Background: an optimization exercise with open tools, aiming at a short achievable clock period and few clock cycles. Do not read the settings as production practice.
Function was not checked in any run shown here: the RTL went through the layout flow alone.
Power is estimated from default activity; no workload was simulated.

<file path="design/flow/run.sh">
#!/bin/bash
# synth_recipe.tcl (not shown) runs the flow's synth.tcl, then flattens the netlist and writes it again
# the make line also repeats each setting of config.mk as NAME=value (left out here)
make -C /OpenROAD-flow-scripts/flow DESIGN_CONFIG=/design/flow/config.mk WORK_HOME=/design/flow/orfs CLKGATE_MAP_FILE= SYNTH_SCRIPT=/design/flow/synth_recipe.tcl finish
</file>
<file path="design/flow/config.mk">
export PLATFORM = sky130hd
export DESIGN_NAME = cache
export DESIGN_NICKNAME = cache
export VERILOG_FILES = /design/flow/design.v
export SDC_FILE = /design/flow/constraint.sdc
export NUM_CORES = 4
export LEC_CHECK = 0
export ABC_CLOCK_PERIOD_IN_PS = 2200
export CAP_MARGIN = 20
export CORE_MARGIN = 2
export CORE_UTILIZATION = 40
export SETUP_SLACK_MARGIN = 2.8
export SLEW_MARGIN = 20
</file>
<file path="design/flow/constraint.sdc">
create_clock -name core_clock -period 5.0 [get_ports {clk}]
set_input_delay 1.0000 -clock core_clock [delete_from_list [all_inputs] [get_ports {clk}]]
set_output_delay 1.0000 -clock core_clock [all_outputs]
set_load 0.01 [all_outputs]
</file>
<file path="design/flow/design.v">
module cache(PRead_request, PWrite_request, PWrite_data, PAddress, clk, rst, MRead_data, MRead_ready, MWrite_done,
             MRead_request, MWrite_request, MWrite_data, MAddress, PRead_ready, PWrite_done, PRead_data);
input PRead_request;
input PWrite_request;
input [7:0] PWrite_data;
input [7:0] PAddress;
output PRead_ready;
output PWrite_done;
output [7:0] PRead_data;
output MRead_request;
output MWrite_request;
output [7:0] MWrite_data;
output [7:0] MAddress;
input MRead_ready;
input MWrite_done;
input [31:0] MRead_data;
input clk;
input rst;
reg [31:0] blocks [7:0];
reg [2:0]  cache_tags [7:0];
reg [7:0]  valid;
reg       hit_state;     
reg       miss_state;    
reg [3:0] miss_sel;      
reg [7:0] hit_byte;      
reg       write_hit;     
reg [7:0] addr_q;        
reg [7:0] wdata_q;       
wire [2:0] p_tag           = PAddress[7:5];
wire [2:0] p_block_select  = PAddress[4:2];
wire [1:0] p_byte_in_block = PAddress[1:0];
wire [2:0] q_tag           = addr_q[7:5];
wire [2:0] q_block_select  = addr_q[4:2];
wire [1:0] q_byte_in_block = addr_q[1:0];
wire cache_hit = valid[p_block_select] & (cache_tags[p_block_select] == p_tag);
wire lookup    = ~hit_state & ~miss_state;
wire read_hit  = lookup & PRead_request & cache_hit;
wire read_miss = lookup & PRead_request & ~cache_hit;
wire fill      = miss_state & MRead_ready;
wire [31:0] line = blocks[p_block_select];
wire [7:0] cache_byte = (p_byte_in_block == 2'd0) ? line[7:0] :
                        (p_byte_in_block == 2'd1) ? line[15:8] :
                        (p_byte_in_block == 2'd2) ? line[23:16] : line[31:24];
always @(posedge clk) begin
    if (rst) begin
        valid      <= 8'h00;
        hit_state  <= 1'b0;
        miss_state <= 1'b0;
        miss_sel   <= 4'b0000;
        write_hit  <= 1'b0;
    end else begin
        if (fill)
            valid[q_block_select] <= 1'b1;
        hit_state <= read_hit;
        if (lookup) begin
            miss_state <= read_miss;
            miss_sel   <= {4{read_miss}} & (4'b0001 << p_byte_in_block);
        end else if (MRead_ready) begin
            miss_state <= 1'b0;
            miss_sel   <= 4'b0000;
        end
        write_hit <= PWrite_request & cache_hit;
    end
end
always @(posedge clk) begin
    hit_byte  <= read_hit ? cache_byte : 8'h00;
    addr_q    <= PAddress;
    wdata_q   <= PWrite_data;
end
always @(posedge clk) begin
    if (fill) begin
        blocks[q_block_select]     <= MRead_data;
        cache_tags[q_block_select] <= q_tag;
    end else if (write_hit) begin
        case (q_byte_in_block)
            2'd0: blocks[q_block_select][7:0]   <= wdata_q;
            2'd1: blocks[q_block_select][15:8]  <= wdata_q;
            2'd2: blocks[q_block_select][23:16] <= wdata_q;
            2'd3: blocks[q_block_select][31:24] <= wdata_q;
        endcase
    end
end
assign PRead_ready    = hit_state | fill;
assign PRead_data     = hit_byte |
                        ({8{miss_sel[0]}} & MRead_data[7:0])   | ({8{miss_sel[1]}} & MRead_data[15:8]) |
                        ({8{miss_sel[2]}} & MRead_data[23:16]) | ({8{miss_sel[3]}} & MRead_data[31:24]);
assign PWrite_done    = MWrite_done;
assign MRead_request  = miss_state;
assign MWrite_request = PWrite_request;
assign MWrite_data    = PWrite_data;
assign MAddress       = {PAddress[7:2], miss_state ? 2'b00 : p_byte_in_block};
endmodule
</file>
==> summary.txt, run 1 <==
Clock tree
  – CTS tree: yes
  – H-tree depth: 2
  – CTS buffer count: 34
  – Worst skew pair latency: 510 ps
  – Root buf cell: clkbuf_16
  – Clock transition at path regs: 60 ps
  – Sinks on Clock Net: 319
  – Maximum root-to-sink buffer count: 3

Critical path
  – Reg-to-Reg End: blocks[0][23]
  – Worst Path Arrival: 1760 ps
  – Kind of critical path: input pin to primary output
  – Critical Path RT: 4000 ps
  – R2R setup slack: 2720 ps
  – RR Startpoint: write_hit
  – CP Launch Type: input pin
  – Reg2Reg Depth: 3
  – CP Capture Type: primary output
  – Maximum fanout along the worst path: 2

Logic synthesis
  – Number of synthesized flops with an enable pin: 280
  – Post-Syn Area: 0.0127 sq mm
  – Register area share after synthesis: 72.2%
  – Mean Syn Cell Area: 18.4 sq um
  – Synthesis Warnings: 1
  – Area contributors post-synth: edfxtp_1 66%, mux4_2 12%, dfxtp_1 6.1%, mux2_2 2.9%, a22oi_1 1.9%
  – Cells after Synth: 690
  – Largest area contributor in the netlist: edfxtp_1
  – Most common flop cell mapped by yosys: edfxtp_1
  – Syn_nets: 748
  – Number of synthesized register bits: 319
  – Netlist cell types: 33
  – Post-synthesis async set-or-reset flop share: 0%
  – Share of the synthesized area in the top cell type: 66.1%

Timing
  – Slew headroom: 33.4%
  – Setup WS post-layout: 2240 ps
  – Setup TNS: 0 ps
  – Hold Violations, Final: 0
  – Final period util: 55.2%
  – Clock Skew: 14.7 ps
  – Tightest Pin Transition: 999 ps
  – Post-layout minimum cycle time: 2760 ps
  – Final setup fails: 0
  – Max frequency: 363 MHz
  – Pins Over Slew Limit: 0
  – RSZ-0062 raised after global routing: yes

Run
  – Max_cap viols: 0

Floorplan
  – Chip height: 182 um
  – Row cnt: 65
  – Num ports: 82
  – Die X-Extent: 182 um
  – Core ar.: 0.0315 sq mm
  – Initial Utilization: 40.4%
  – Die Footprint: 0.0332 sq mm

Placed design
  – Post-DP HPWL: 20.5 mm
  – Worst slack, placed: 1330 ps
  – IO buf count: 79
  – Placed instance count: 1122
  – Gpl congestion: 0.812

Hold path
  – Worst hold endpoint: valid[7]
  – Hold depth: 2
  – Min-delay worst type: register to register
  – Hold Path Origin: valid[7]

Power and ir drop
  – PwrDens: 364 mW/mm^2
  – Leak: 5.34 nW
  – Total Power: 5.75 mW
  – Max VDD drop: 0.203 mV

Cells and area
  – Antenna cells: 0
  – Commonest cells after routing, fill and taps aside: 280 x edfxtp_1, 69 x mux4_2, 56 x buf_4
  – Post-layout nets: 876
  – Post-Layout Cell Count: 1242
  – Finished Core Util: 50.3%
  – Most common cell after layout, fill and taps aside: edfxtp_1
  – Multi-input gate area: 0.00353 sq mm
  – Fraction of layout cells with a size suffix above 1: 41.2%
  – Area occupied by registers: 0.00920 sq mm
  – Area Overhead vs Synth: 24.4%
  – FILL cells: 2543

Routing
  – Drt initial violations: 597
  – Routed WL: 32.3 mm
  – Vias: 7149
  – DRT Pass-1 Iters: 5
  – Vias per cell: 5.76
  – Routed WL per cell: 26.0 um
  – Antenna-violating nets left: 0
  – # DRC: 0

Run status
  – Status: timing/DRC/antenna clean

GRT
  – Gr usage total: 19.6%
  – Pin count of the biggest net entering global routing: 43
  – First-pass GRT wire length: 47.2 mm
  – Initial antenna violation count: 0
  – Vias in the first global route: 7326
  – GRT overflow: 0
[how the worst max path moves through the flow]
stage	cells after the start	to	startpoint
floorplan	8	hit_byte[0]	PAddress[2]
global placement	6	miss_sel[3]	PAddress[3]
detailed placement	6	miss_sel[3]	PAddress[3]
CTS	4	PRead_data[6]	MRead_data[14]
global route	4	PRead_data[6]	MRead_data[14]
finish	4	PRead_data[6]	MRead_data[6]
[metrics by stage]
| step | instance area [sq um] | hold slack [ps] |
|---|---|---|
| final | 15800 | 478 |
| after global routing | 15800 | 505 |
| after CTS | 15500 | 482 |
| after detailed placement | 13900 | 465 |
| after global placement | 13900 | 446 |
| after floorplan | 13000 | 432 |
[worst max-delay path: stages]
cell and delay (ps):
dlygate4sd2_1 280, a21oi_2 170, nand2_1 130, buf_2 180
[cells by family (layout without fill, tap and decap cells)]
group,after synthesis,count (layout),synth area share [%]
AOI/OAI and AO/OA,81,81,4.37
buffers and inverters,57,207,2.72
muxes,114,114,16.1
adders and majority gates,4,4,0.393
xor gates and xnor gates,5,5,0.344
and+or+nand+nor,110,110,3.87
DFF,319,319,72.2
[routing by layer]
layer / global-route usage (%) / wire, um / vias up
met5: 0 / 0 / -
met1: 28.4 / 14500 / 3739
li1: - / - / 3053
met4: 5.03 / 620 / 0
met2: 29.9 / 14800 / 309
met3: 4.69 / 2380 / 48
[final cells by class]
class | instances | share of cell area [%]
well taps | 402 | 3.18
multi-input cells | 314 | 22.3
flip-flops and latches | 319 | 58.1
clock buffers | 43 | 5.79
repair buffers | 146 | 9.75
inverters | 3 | 0.0712
clock inverters | 15 | 0.791
[where the power goes]
group	switching, mW	leakage (nW)	internal [mW]
registers	0.0243	2.84	2.92
logic	0.220	1.99	0.208
clock network	0.981	0.503	1.40
total	1.23	5.34	4.53
[registers in the layout (all words and copies together) (netlist names)]
register    flops
miss_sel        4
miss_state      1
addr_q          8
hit_state       1
write_hit       1
hit_byte        8
wdata_q         8
valid           8
blocks        256
cache_tags     24
[synth_stat cells, drive strengths merged, types with 3 or more instances]
cell type,count
ha,4
a222oi,8
and2,3
mux2,33
nor2,54
nor3,11
inv,3
a22oi,32
nand2,21
mux4,69
dfxtp,39
buf,39
mux2i,12
nand3,6
nor2b,5
a22o,4
xor2,4
edfxtp,280
a31oi,8
clkbuf,15
a21oi,28
[timing repair]
item | 4_1_cts | 5_1_grt
hold buffers | 0 | 0
pin swaps | 22 | 17
gates cloned | 6 | 0
hold endpoints to repair | 0 | 0
gates resized for setup | 371 | 36
endpoints found under the setup margin | 554 | 190
buffers inserted | 26 | 30
==> run 2: changes to the inputs <==
==> design/flow/config.mk (replaced) <==
export PLATFORM = sky130hd
export DESIGN_NAME = cache
export DESIGN_NICKNAME = cache
export VERILOG_FILES = /design/flow/design.v
export SDC_FILE = /design/flow/constraint.sdc
export NUM_CORES = 4
export LEC_CHECK = 0
export ABC_CLOCK_PERIOD_IN_PS = 2300
export CAP_MARGIN = 20
export CORE_MARGIN = 2
export CORE_UTILIZATION = 40
export SETUP_SLACK_MARGIN = 2.6
export SLEW_MARGIN = 20
==> summary.txt, run 2 <==
Run status
  – Status: timing/DRC/antenna clean

Routing
  – Vias: 6921
  – Vias per cell: 5.84
  – Routed WL per cell: 26.9 um
  – Routed WL: 31.9 mm
  – # DRC: 0
  – Antenna-violating nets left: 0
  – Drt initial violations: 723
  – DRT Pass-1 Iters: 5

Logic synthesis
  – Post-synthesis async set-or-reset flop share: 0%
  – Register area share after synthesis: 72.2%
  – Share of the synthesized area in the top cell type: 66.1%
  – Syn_nets: 748
  – Number of synthesized flops with an enable pin: 280
  – Count leader, synth: edfxtp_1
  – Cells after Synth: 690
  – Synthesis Warnings: 1
  – Largest area contributor in the netlist: edfxtp_1
  – Netlist cell types: 33
  – Most common flop cell mapped by yosys: edfxtp_1
  – Number of synthesized register bits: 319
  – Mean Syn Cell Area: 18.4 sq um
  – Area contributors post-synth: edfxtp_1 66%, mux4_2 12%, dfxtp_1 6.1%, mux2_2 2.9%, a22oi_1 1.9%
  – Top cells by count, synth: 280 x edfxtp_1, 69 x mux4_2, 54 x nor2_1
  – Post-Syn Area: 0.0127 sq mm

Power and ir drop
  – Leak: 4.99 nW
  – Max VDD drop: 0.260 mV
  – PwrDens: 389 mW/mm^2

Critical path
  – CP Capture Type: primary output
  – Crit path max-delay family: compound AO/OA/AOI/OAI gates
  – Crit-path cells: buf_8 > a222oi_1 > nand2_1 > buf_2
  – WP buf/inv: 2
  – Kind of critical path: input pin to primary output
  – Worst stage delay on the critical path: 350 ps
  – Maximum fanout along the worst path: 2
  – CP max-delay cell: a222oi_1
  – Critical Path RT: 4000 ps
  – CP Launch Type: input pin
  – Worst Path Arrival: 1800 ps

Clock tree
  – Hold buffer count at CTS: 0
  – Sinks on Clock Net: 319
  – CTS buffer count: 31
  – Clock transition at path regs: 60 ps
  – H-tree depth: 1
  – CTS tree: yes
  – Maximum root-to-sink buffer count: 3
  – Worst skew pair latency: 560 ps
  – Root buf cell: clkbuf_16

Timing
  – Setup TNS: 0 ps
  – Post-layout minimum cycle time: 2800 ps
  – Slew headroom: 25.2%
  – Hold Violations, Final: 0
  – Tightest Pin Transition: 1120 ps
  – Final setup fails: 0
  – Clock Skew: 13.9 ps
  – RSZ-0062 raised after global routing: yes
  – Final period util: 55.9%
  – Pins Over Slew Limit: 0
  – Max frequency: 358 MHz

GRT
  – Gr usage total: 19.0%
  – Vias in the first global route: 7019
  – GRT overflow: 0
  – First-pass GRT wire length: 45.9 mm
  – Initial antenna violation count: 0
  – Pin count of the biggest net entering global routing: 62

Hold path
  – Min-delay worst type: register to register

Floorplan
  – Num ports: 82
  – Initial Utilization: 40.4%
  – Core ar.: 0.0315 sq mm
  – Chip height: 182 um
  – Die X-Extent: 182 um
  – Row cnt: 65
  – Die Footprint: 0.0332 sq mm

Cells and area
  – Multi-input gate area: 0.00334 sq mm
  – FILL cells: 2599
  – Most common cell after layout, fill and taps aside: edfxtp_1
  – Antenna cells: 0
  – Largest regs: blocks x256, cache_tags x24
  – Area Overhead vs Synth: 18.3%
  – Commonest cells after routing, fill and taps aside: 280 x edfxtp_1, 69 x mux4_2, 36 x dfxtp_1
  – Finished Core Util: 47.8%
  – Fraction of layout cells with a size suffix above 1: 34.2%
  – Post-layout nets: 819
  – Max reg flops: 256
  – Area occupied by registers: 0.00920 sq mm
  – Post-Layout Cell Count: 1186
  – Register name with the most flops: blocks

Placed design
  – IO buf count: 79
  – Gpl congestion: 0.796
  – Post-DP HPWL: 20.9 mm
  – Placed instance count: 1120

Run
  – Max_cap viols: 0
run 2: cell counts after synthesis:
Identical to the previous run, type by type.
run 2: timing repair:
| action | 4_1_cts | 5_1_grt |
|---|---|---|
| resized for setup | 317 | 20 |
| buffers inserted | 6 | 1 |
| pin swaps | 16 | 14 |
| cloned | 2 | 1 |
| endpoints found under the hold margin | 0 | 0 |
| setup endpoints to repair | 554 | 335 |
run 2: metal layers:
metal,track usage [%],routed length [um],vias up,share of wire (%)
met4,4.26,649,0,2.0
met2,30.4,15000,328,47
met3,4.47,2630,46,8.3
met5,0,0,-,0
li1,-,-,2925,-
met1,26.8,13500,3622,42
run 2: power breakdown:
part	internal [mW]	switching, mW	total [mW]
logic	0.155	0.203	0.359
registers	2.92	0.0226	2.94
clock network	1.58	0.973	2.55
total	4.65	1.20	5.85
run 2: final timing paths:
kind,startpoint,endpoint,slack (ps),cells after the start
min,valid[4],valid[4],480,2
max reg2reg,addr_q[2],blocks[3][6],2740,3
max,MRead_data[13],PRead_data[5],2200,4
min reg2reg,valid[4],valid[4],480,2
run 2: kinds of logic (layout without fill, tap and decap cells):
family	count (synthesis)	count (layout)	synth area share [%]
AO/OA/AOI/OAI	81	81	4.37
XOR/XNOR	5	5	0.344
adder cells (fa/ha/maj)	4	4	0.393
buffers and inverters	57	151	2.72
flip-flops	319	319	72.2
multiplexers	114	114	16.1
AND/OR/NAND/NOR	110	110	3.87
run 2: per-stage QoR:
step	total power [mW]	setup WS, ps	hold WS (ps)	area [sq um]
3_3_place_gp	3.34	1440	446	13700
6_report	5.85	2200	482	15000
5_1_grt	6.00	2160	514	15000
4_1_cts	5.88	2160	486	15000
2_1_floorplan	3.21	2550	432	12800
3_5_place_dp	3.35	1430	469	13700
run 2: final cells by class:
type                       count  share of cell area, %
timing repair buffer          92                   5.88
inverter                       3                 0.0748
clock inverter                17                   1.94
multi-input combinational    314                   22.2
clock buffer                  39                   5.49
tap                          402                   3.34
sequential                   319                   61.1
run 2: worst register-to-register path, delay by kind of cell, from the launching register on:
family / cells / cell delay (ps)
AND/OR/NAND/NOR: 2 / 1250
buffers and inverters: 1 / 160
flip-flops: 1 / 460

==> static timing again, ports no longer ideal <==
No port has a modelled driver above. Below, the same layouts with a new extraction and two added sets of constraints.
Step 1: set_driving_cell puts a clkbuf_16 on clk and a buf_2 on each other input, an assumption about the parent block.
Step 2 times the ports against the registers' clock, not the clock port: input delays grow and output delays shrink by t, the midpoint of the rising clock arrivals with the driver on.
Three values: no drivers, after step 1, after step 2; two values: the first two.
| run | t (ns) | setup slack, ns | worst setup path after step 2 | worst register clock-pin slew, ns | worst slew at a driven data input, ns |
|---|---|---|---|---|---|
| run 1 | 0.554 | 2.241 / 2.200 / 2.092 | input to register | 0.06 / 0.06 | 0.23 |
| run 2 | 0.597 | 2.203 / 2.163 / 2.084 | input to register | 0.07 / 0.07 | 0.17 |
After both steps every run listed still meets setup and hold. For run 1, which loses most, drivers alone change the setup slack by -0.041 ns; drivers and shift together by -0.149 ns.
